What follows belongs to an exercise in optimizing a design on an open flow for small area; a production flow would make more cautious choices. The RTL was checked by simulation tests, not by an equivalence proof against the original design. Power figures rest on the tool's default switching activity, not on a simulated workload.

== the baseline ==
Design alu, start of the top module:
module alu (
    input clk,
    input [31:0] a,
    input [31:0] b,
    input [4:0] op,
    output reg [31:0] out,
    output reg zflag,
    output reg nflag,
    output reg cflag,
    output reg vflag,
    output wire sflag,
    output reg hflag
);
    assign sflag = nflag ^ vflag;
    wire valid  = ~op[4] & ((~op[3] & (op[2] | op[0])) | (op[3] & ~op[2] & ~(op[1] & op[0])));
    wire op_ld  = ~op[3] & ~op[2] & ~op[1];           
    wire upd_o  = valid;
    wire upd_f  = valid & ~op_ld;
    wire op_add = ~op[2] & op[1] & op[0];             
    wire op_sub = op[2] & ~op[1] & ~op[0];            
    wire op_and = op[2] & ~op[1] & op[0];             
    wire op_or  = op[2] & op[1] & ~op[0];             
    wire op_xor = op[2] & op[1] & op[0];              
    wire op_sh  = op[3] & (op[1] | op[0]);            
    wire op_sl  = op[3] & op[0];                      
    wire op_sr  = op[3] & op[1];                      
    wire arith  = op_add | op_sub;
    wire bsel1 = op[1] | op[3] | (op[2] & op[0]);       
    wire bsel0 = ~op[1] & ~op[0] & (op[2] | op[3]);     
    wire [31:0] bb = (b & {32{bsel1}}) | (~b & {32{bsel0}});
    wire [31:0] g  = a & bb;
    wire [31:0] t  = a | bb;
    wire [31:0] q  = a ^ bb;
    wire [7:0] bg, bp;
    genvar k;
    generate
        for (k = 0; k < 8; k = k + 1) begin : blk
            assign bg[k] = g[4*k+3] | (t[4*k+3] & g[4*k+2]) | (t[4*k+3] & t[4*k+2] & g[4*k+1])
                         | (t[4*k+3] & t[4*k+2] & t[4*k+1] & g[4*k]);
            assign bp[k] = t[4*k+3] & t[4*k+2] & t[4*k+1] & t[4*k];
        end
    endgenerate
    wire [8:0] bc;
    assign bc[0] = op[2];    
    generate
        for (k = 0; k < 8; k = k + 1) begin : bcar
  ...
For scale: ~870 cells after synthesis, ~37 flip-flops, ~110 I/O pins.
==> flow/config.mk <==
export PLATFORM = sky130hd
export DESIGN_NAME = alu
export DESIGN_NICKNAME = alu
export VERILOG_FILES = /design/flow/design.v
export SDC_FILE = /design/flow/constraint.sdc
export NUM_CORES = 4
export LEC_CHECK = 0
export ABC_AREA = 1
export CAP_MARGIN = 20
export CORE_MARGIN = 2
export CORE_UTILIZATION = 40
export CTS_BUF_LIST = sky130_fd_sc_hd__clkbuf_8
export CTS_CLUSTER_DIAMETER = 100
export CTS_CLUSTER_SIZE = 40
export GPL_TIMING_DRIVEN = 0
export SLEW_MARGIN = 20
==> flow/constraint.sdc <==
create_clock -name core_clock -period 6.5 [get_ports {clk}]
set_input_delay 1.3000 -clock core_clock [delete_from_list [all_inputs] [get_ports {clk}]]
set_output_delay 1.3000 -clock core_clock [all_outputs]
set_load 0.01 [all_outputs]
standard.sh (not shown) runs the stock make flow with config.mk's settings and CLKGATE_MAP_FILE= SYNTH_SCRIPT=/design/flow/synth_recipe.tcl, a recipe that flattens the netlist after the stock synthesis.
==> flow/flow/run.sh <==
#!/bin/bash
# Own layout flow: the standard ORFS flow (standard.sh) with two changes:
#  - synthesis runs synth_recipe.tcl with Yosys's abc pass pointed at an
#    area-oriented ABC mapping script (flow/abc_area.script);
#  - no full/half-adder extraction before ABC (ADDER_MAP_FILE empty);
#  - the port buffers that global placement inserts are buf_1 cells.
set -euo pipefail
W=$(pwd)
{ head -1 synth_recipe.tcl; cat flow/my_abc_proc.tcl; tail -n +2 synth_recipe.tcl; } > my_synth.tcl
export MY_ABC_SCRIPT=$W/flow/abc_area.script
bash standard.sh SYNTH_SCRIPT=$W/my_synth.tcl \
  "BUFFER_PORTS_ARGS=-buffer_cell sky130_fd_sc_hd__buf_1" ADDER_MAP_FILE= finish > standard_flow.log 2>&1
==> flow/flow/abc_area.script <==
strash
&get -n
&dch
&nf -R 1000
&put
==> flow/flow/my_abc_proc.tcl <==
# Yosys's abc pass runs the ABC script named by MY_ABC_SCRIPT instead of
# ORFS's abc_area/abc_speed script; everything else is synth_recipe.tcl.
proc abc {args} {
  if {[info exists ::env(MY_ABC_SCRIPT)] && $::env(MY_ABC_SCRIPT) ne ""} {
    set i [lsearch $args -script]
    if {$i >= 0} { set args [lreplace $args [expr {$i+1}] [expr {$i+1}] $::env(MY_ABC_SCRIPT)] }
  }
  puts "my_synth: abc [lsearch -inline -all $args *.script]"
  yosys abc {*}$args
}
#### Input delta (the candidate over the baseline)
Settings: GPL_TIMING_DRIVEN no longer set, was 0.
==> flow/flow/abc_area.script <==
strash
dch
map -D 3000
The candidate finished every step from synthesis to the final layout, and the layout passed the timing, DRC and antenna checks. The baseline: flow completed, timing, DRC and antenna clean. The candidate: number of logic inverters in the finished layout 129 above the baseline. Of the two values seen for combinational family with the most area after synthesis, compound AO/OA/AOI/OAI gates was produced by the baseline and simple AND/OR/NAND/NOR gates by the candidate. Per the comparison of the candidate with the baseline, total power consumption of the routed design dropped 5.1%, share of the clock period used by the worst path after layout dropped 7.9 points, number of tap cells added at floorplan climbed 2.3%, combinational group share of total power dropped 3.1 points, die area climbed 4.7%. Vertical die dimension (the candidate vs. the baseline) increases by a few percent. Synthesized area for the candidate: 270 um^2 up relative to the baseline. Relative to the baseline, number of cells on the critical path decreased by 2 in the candidate. | worst endpoint data arrival time | the candidate vs the baseline | 0.46 ns lower |. Diff the baseline and the candidate: share of the final layout cell area in multi-input gates higher in the baseline.

## re-timing with driven ports
Ports are ideal in the flow. The routed layouts listed here were re-timed in OpenROAD.
Step 1 sets driving cells, clkbuf_16 on the clock port and buf_2 on the other inputs (assumed; they add their load-dependent delay and slew).
Step 2 also shifts input and output timing later by t, the mid clock arrival at the registers, as if the neighbouring blocks saw the same clock.
a / b / c = ideal / step 1 / step 2; a / b = the first two.
| run | shift t [ns] | slack for setup (ns) | hold WS [ns] | worst data-port slew with drivers (ns) |
|---|---|---|---|---|
| the baseline | 0.315 | 0.153 / 0.146 / -0.169 | 0.439 / 0.439 / 0.439 | 0.07 |
| the candidate | 0.334 | 0.666 / 0.674 / 0.340 | 0.451 / 0.451 / 0.451 | 0.06 |
Met with ideal ports but missed after step 2: setup timing in the baseline. For the candidate, which loses most, drivers alone change the setup slack by +0.008 ns; drivers and shift together by -0.326 ns.
